Context: an optimization exercise on an open-source flow, tuned for small area and a short achievable clock period. The choices shown serve that exercise and are no tape-out recipe. Where RTL was checked, it was by simulation tests only, not by an equivalence proof against the original.

==> flow/design.v (excerpt) <==
module softmax (clk, out, in, lut_wr, execute, fetch, reset, mode);
Settings: LEC_CHECK=0, ABC_AREA=1, CAP_MARGIN=20, CORE_MARGIN=2, CORE_UTILIZATION=40, SLEW_MARGIN=20; clock period 33.0 ns.
run.sh (not shown) runs the stock make flow with config.mk's settings and CLKGATE_MAP_FILE= SYNTH_SCRIPT=/design/flow/synth_recipe.tcl, a recipe that flattens the netlist after the stock synthesis.
The first run went through all stages and came out clean.
Edit:
--- a/flow/config.mk
+++ b/flow/config.mk
@@ -7,3 +7,2 @@
 export LEC_CHECK = 0
-export ABC_AREA = 1
 export CAP_MARGIN = 20
Outcome: The new run went through all stages and came out clean; routed wire length came out lower by 27%; final area went down by 5.6%; setup slack degrades by 0.46 ns; first-iteration DRC count shrinks by 48%; clock skew is lower by 0.014 ns; global-route usage shrinks by 5.1 points; cell count goes down by 34%; utilization grows by 0.67 points; die area falls by 6.8%.
Function was not checked in any run of this note: the RTL went through the layout flow alone.


Another version of the RTL of softmax (not shown whole).
Size in the first run: roughly 6,000 cells after synthesis, ~140 I/O pins, ~78,000 µm² of cells after synthesis.
clock: 33.0 ns
lec_check: 0
cap_margin: 20
core_margin: 2
core_utilization: 40
slew_margin: 20
The starting point produced a clean layout.
Rerun with:
Settings changed: CORE_UTILIZATION 40 to 65, CTS_CLUSTER_DIAMETER from default to 100, CTS_CLUSTER_SIZE from default to 30.
After rerunning:
- setup slack gains 0.098 ns
- critical path depth stays the same
- final area fell by about 4%
- non-clock buffer count goes down by 11
- global-route usage increases by 11 points
- sequential share of layout area climbs by 1.5 points
- worst hold slack gains 0.0070 ns
Rerun with:
Settings changed: CTS_CLUSTER_DIAMETER 100 to default, CTS_CLUSTER_SIZE 30 to default.
After rerunning:
- maximum frequency is about the same
- clock skew shrinks by 0.0047 ns
- global-route usage went up by 0.53 points
- synthesized cell count does not change
- worst setup slack got worse by 0.023 ns
- flip-flop and latch count is unchanged


softmax, a different RTL version from the one above (not shown whole).
Size in the first run: roughly 74000 µm² of cells after synthesis.
// softmax
module softmax (clk, out, in, lut_wr, execute, fetch, reset, mode);
clock: 33.0 ns
lec_check: 0
cap_margin: 40
core_margin: 2
core_utilization: 72
cts_cluster_diameter: 100
cts_cluster_size: 16
slew_margin: 40
standard.sh (not shown) runs the stock make flow with config.mk's settings and CLKGATE_MAP_FILE= SYNTH_SCRIPT=/design/flow/synth_recipe.tcl, a recipe that flattens the netlist after the stock synthesis.
==> flow/flow/run.sh <==
#!/bin/bash
# The standard layout, with stronger port buffers than the flow's default
# choice (a delay cell), so that the output ports are driven by a plain buffer.
set -euo pipefail
export BUFFER_PORTS_ARGS="-buffer_cell sky130_fd_sc_hd__buf_4"
bash standard.sh > standard.log 2>&1
The first run produced a clean layout.
Next try:
CTS_CLUSTER_SIZE = 24   (was 16)
Worst setup slack loses 0.0093 ns.
Register-to-register slack loses 0.06 ns.
Count of clock-buffer cells in the layout is lower by 41.
Worst hold slack loses 0.0035 ns.
Routed wire length is lower by 1.2%.
Next try:
CTS_CLUSTER_DIAMETER = 60   (was 100)
CTS_CLUSTER_SIZE = 30   (was 24)
Result: Routed wire length grows by 1.7%; global-route usage goes up by 0.73 points; cell count climbs by 0.88%; via count goes up by 0.92%; core utilization increases by 1.7 points; final area rises by 2.2%; die area does not change; setup slack is about the same; area after synthesis does not change.


Starting RTL as in the previous note.
Design softmax, start of the top module:
module softmax (clk, out, in, lut_wr, execute, fetch, reset, mode);
export LEC_CHECK = 0
export CAP_MARGIN = 40
export CORE_MARGIN = 2
export CORE_UTILIZATION = 72
export CTS_CLUSTER_DIAMETER = 100
export CTS_CLUSTER_SIZE = 24
export SLEW_MARGIN = 40
create_clock -name core_clock -period 33.0 [get_ports {clk}]
==> flow/flow/run.sh <==
#!/bin/bash
# The standard layout, with stronger port buffers than the flow's default
# choice (a delay cell), so that the output ports are driven by a plain buffer.
set -euo pipefail
export BUFFER_PORTS_ARGS="-buffer_cell sky130_fd_sc_hd__buf_2"
bash standard.sh > standard.log 2>&1
The first run passed the timing, design-rule and antenna checks.
Rerun with:
==> flow/flow/run.sh (replaced) <==
#!/bin/bash
# The standard layout, with stronger port buffers than the flow's default
# choice (a delay cell), so that the output ports are driven by a plain buffer.
set -euo pipefail
export BUFFER_PORTS_ARGS="-buffer_cell sky130_fd_sc_hd__buf_4"
bash standard.sh > standard.log 2>&1
--- a/flow/config.mk
+++ b/flow/config.mk
@@ -6,7 +6,7 @@
 export NUM_CORES = 4
 export LEC_CHECK = 0
-export CAP_MARGIN = 40
+export CAP_MARGIN = 20
 export CORE_MARGIN = 2
-export CORE_UTILIZATION = 72
+export CORE_UTILIZATION = 65
 export CTS_CLUSTER_DIAMETER = 100
 export CTS_CLUSTER_SIZE = 24
Synthesized cell count does not change.
Hold slack improves by 10 ps.
Cell count rises by 2.0%.
Routed wire length came out lower by 0.40%.
Rerun with:
--- a/flow/config.mk
+++ b/flow/config.mk
@@ -6,5 +6,5 @@
 export NUM_CORES = 4
 export LEC_CHECK = 0
-export CAP_MARGIN = 20
+export CAP_MARGIN = 40
 export CORE_MARGIN = 2
 export CORE_UTILIZATION = 65
The changed run completed with no timing, DRC or antenna violations.
Sequential share of layout area does not change.
Core utilization stays the same.
Global-route usage is unchanged.
Via count stays the same.
Non-clock buffer count is unchanged.
Worst setup slack stays the same.
Worst hold slack stays the same.
Rerun with:
==> flow/flow/run.sh (replaced) <==
#!/bin/bash
# The standard layout, with stronger port buffers than the flow's default
# choice (a delay cell), so that the output ports are driven by a plain buffer.
set -euo pipefail
export BUFFER_PORTS_ARGS="-buffer_cell sky130_fd_sc_hd__buf_6"
bash standard.sh > standard.log 2>&1
--- a/flow/config.mk
+++ b/flow/config.mk
@@ -8,5 +8,5 @@
 export CAP_MARGIN = 40
 export CORE_MARGIN = 2
-export CORE_UTILIZATION = 65
+export CORE_UTILIZATION = 72
 export CTS_CLUSTER_DIAMETER = 100
 export CTS_CLUSTER_SIZE = 24
The changed run ran to the end with no violations.
Via count rises by a few percent.
Worst setup slack gains 16 ps.
Cell count came out lower slightly.
Synthesized cell count stays the same.
Wire length rose slightly.
Worst hold slack stays flat.


softmax, a different RTL version from the one above (not shown whole).
Size in the first run: about 5,800 cells after synthesis, about 1,100 flip-flops, ~0.077 mm2 of cells after synthesis.
## softmax
module softmax (clk, out, in, lut_wr, execute, fetch, reset, mode);
make LEC_CHECK=0 CAP_MARGIN=20 CORE_MARGIN=2 CORE_UTILIZATION=65 CTS_CLUSTER_DIAMETER=60 CTS_CLUSTER_SIZE=24 SLEW_MARGIN=20 finish   # period 33.0 ns
run.sh (not shown) runs the stock make flow with config.mk's settings and CLKGATE_MAP_FILE= SYNTH_SCRIPT=/design/flow/synth_recipe.tcl, a recipe that flattens the netlist after the stock synthesis.
Stock flow here: none of the scripts above is used.
Change:
==> flow/flow/run.sh (new file) <==
#!/bin/bash
# The standard layout, with stronger port buffers than the flow's default
# choice (a delay cell), so that the output ports are driven by a plain buffer.
set -euo pipefail
export BUFFER_PORTS_ARGS="-buffer_cell sky130_fd_sc_hd__buf_4"
bash standard.sh > standard.log 2>&1
==> flow/standard.sh (new file) <==
#!/bin/bash
# synth_recipe.tcl (not shown) runs the flow's synth.tcl, then flattens the netlist and writes it again
# the make line also repeats each setting of config.mk as NAME=value (left out here)
make -C /OpenROAD-flow-scripts/flow DESIGN_CONFIG=/design/flow/config.mk WORK_HOME=/design/flow/orfs CLKGATE_MAP_FILE= SYNTH_SCRIPT=/design/flow/synth_recipe.tcl "${@:-finish}"
CTS_CLUSTER_DIAMETER = 100   (was 60)
removed: flow/run.sh
The new run ran to the end with no violations. Routed wire length is lower by 0.97%. Design area is lower by 2.6%. Via count is lower by 0.59%. Area after synthesis stays the same. Synthesized cell count stays the same.
No functional check of the RTL was part of any run of this note.


Another version of the RTL of softmax (not shown whole).
Size in the first run: roughly 5,600 cells after synthesis, ~140 I/O pins, about 75,000 um^2 of cells after synthesis.
==> flow/config.mk <==
export PLATFORM = sky130hd
export DESIGN_NAME = softmax
export DESIGN_NICKNAME = softmax
export VERILOG_FILES = /design/flow/design.v
export SDC_FILE = /design/flow/constraint.sdc
export NUM_CORES = 4
export LEC_CHECK = 0
export CAP_MARGIN = 40
export CORE_MARGIN = 2
export CORE_UTILIZATION = 80
export CTS_CLUSTER_DIAMETER = 100
export CTS_CLUSTER_SIZE = 24
export SLEW_MARGIN = 60
==> flow/constraint.sdc <==
create_clock -name core_clock -period 33.0 [get_ports {clk}]
set_input_delay 6.6000 -clock core_clock [delete_from_list [all_inputs] [get_ports {clk}]]
set_output_delay 6.6000 -clock core_clock [all_outputs]
set_load 0.01 [all_outputs]
standard.sh (not shown) runs the stock make flow with config.mk's settings and CLKGATE_MAP_FILE= SYNTH_SCRIPT=/design/flow/synth_recipe.tcl, a recipe that flattens the netlist after the stock synthesis.
==> flow/flow/run.sh <==
#!/bin/bash
# The standard layout, with stronger port buffers than the flow's default
# choice (a delay cell), so that the output ports are driven by a plain buffer.
set -euo pipefail
export BUFFER_PORTS_ARGS="-buffer_cell sky130_fd_sc_hd__buf_4"
bash standard.sh > standard.log 2>&1
The baseline passed the timing, design-rule and antenna checks.
==> next run, changes <==
Settings changed: CAP_MARGIN 40 to 20, CORE_UTILIZATION 80 to 65, SLEW_MARGIN 60 to 20.
The changed run finished with timing, DRC and antenna clean.
Clock skew is lower by 0.013 ns.
Register-to-register slack stays flat.
Die area is higher by 23%.
Setup slack is about the same.
Critical path depth is lower by 3.
Wire length is lower by 12%.
==> next run, changes <==
Settings changed: CAP_MARGIN 20 to 40, SLEW_MARGIN 20 to 60.
=> The changed run produced a clean layout. Utilization grows by 0.51 points. Worst hold slack improves by 0.0064 ns. Setup slack improved by 0.19 ns. Synthesized cell count stays the same. Wire length went up slightly. First-iteration DRC count goes down slightly.

## re-timing with driven ports
The flow's constraints put no driver on any port. The routed layouts listed below were extracted and timed again, unchanged, in two steps. Step 1 (the two cells are an assumption about what drives the block):
set clk [get_ports {clk}]
set_driving_cell -lib_cell sky130_fd_sc_hd__clkbuf_16 $clk
set_driving_cell -lib_cell sky130_fd_sc_hd__buf_2 [delete_from_list [all_inputs] $clk]
Step 2 moves the port delays by t, midway between the first and last clock arrival at a register: inputs arrive t later, outputs are due t later. That takes back most of the time a late clock gives input paths. Three values: no drivers, after step 1, after step 2; two values: the first two.
| run | t (ns) | setup WS [ns] | worst slew at a driven data input, ns | pins driven straight from the clock port |
|---|---|---|---|---|
| the first run of note 1 | 0.866 | 24.724 / 24.644 / 25.263 | 0.04 | 1 |
| the second run of note 1 | 0.859 | 24.269 / 24.269 / 24.269 | 0.04 | 1 |
| the first run of note 2 | 0.855 | 24.699 / 24.620 / 25.167 | 0.05 | 1 |
| the second run of note 2 | 0.768 | 24.797 / 24.715 / 25.179 | 0.05 | 1 |
| the third run of note 2 | 0.809 | 24.774 / 24.695 / 25.137 | 0.04 | 1 |
| the first run of note 3 | 0.774 | 25.159 / 25.077 / 25.331 | 0.05 | 1 |
| the second run of note 3 | 0.788 | 25.150 / 25.069 / 25.274 | 0.05 | 1 |
| the third run of note 3 | 0.776 | 25.151 / 25.070 / 25.341 | 0.05 | 1 |
| the first run of note 4 | 0.782 | 25.139 / 25.062 / 25.239 | 0.05 | 1 |
| the second run of note 4 | 0.798 | 25.128 / 25.047 / 25.505 | 0.06 | 1 |
| the third run of note 4 | 0.798 | 25.128 / 25.047 / 25.505 | 0.06 | 1 |
| the fourth run of note 4 | 0.787 | 25.144 / 25.063 / 25.415 | 0.07 | 1 |
| the first run of note 5 | 0.795 | 24.773 / 24.693 / 25.209 | 0.05 | 1 |
| the second run of note 5 | 0.790 | 25.102 / 25.019 / 25.252 | 0.04 | 1 |
| the first run of note 6 | 0.806 | 24.937 / 24.937 / 24.937 | 0.06 | 1 |
| the second run of note 6 | 0.784 | 24.939 / 24.939 / 24.939 | 0.06 | 1 |
| the third run of note 6 | 0.782 | 25.134 / 25.055 / 25.474 | 0.06 | 1 |
After both steps setup and hold are still met in every run listed.
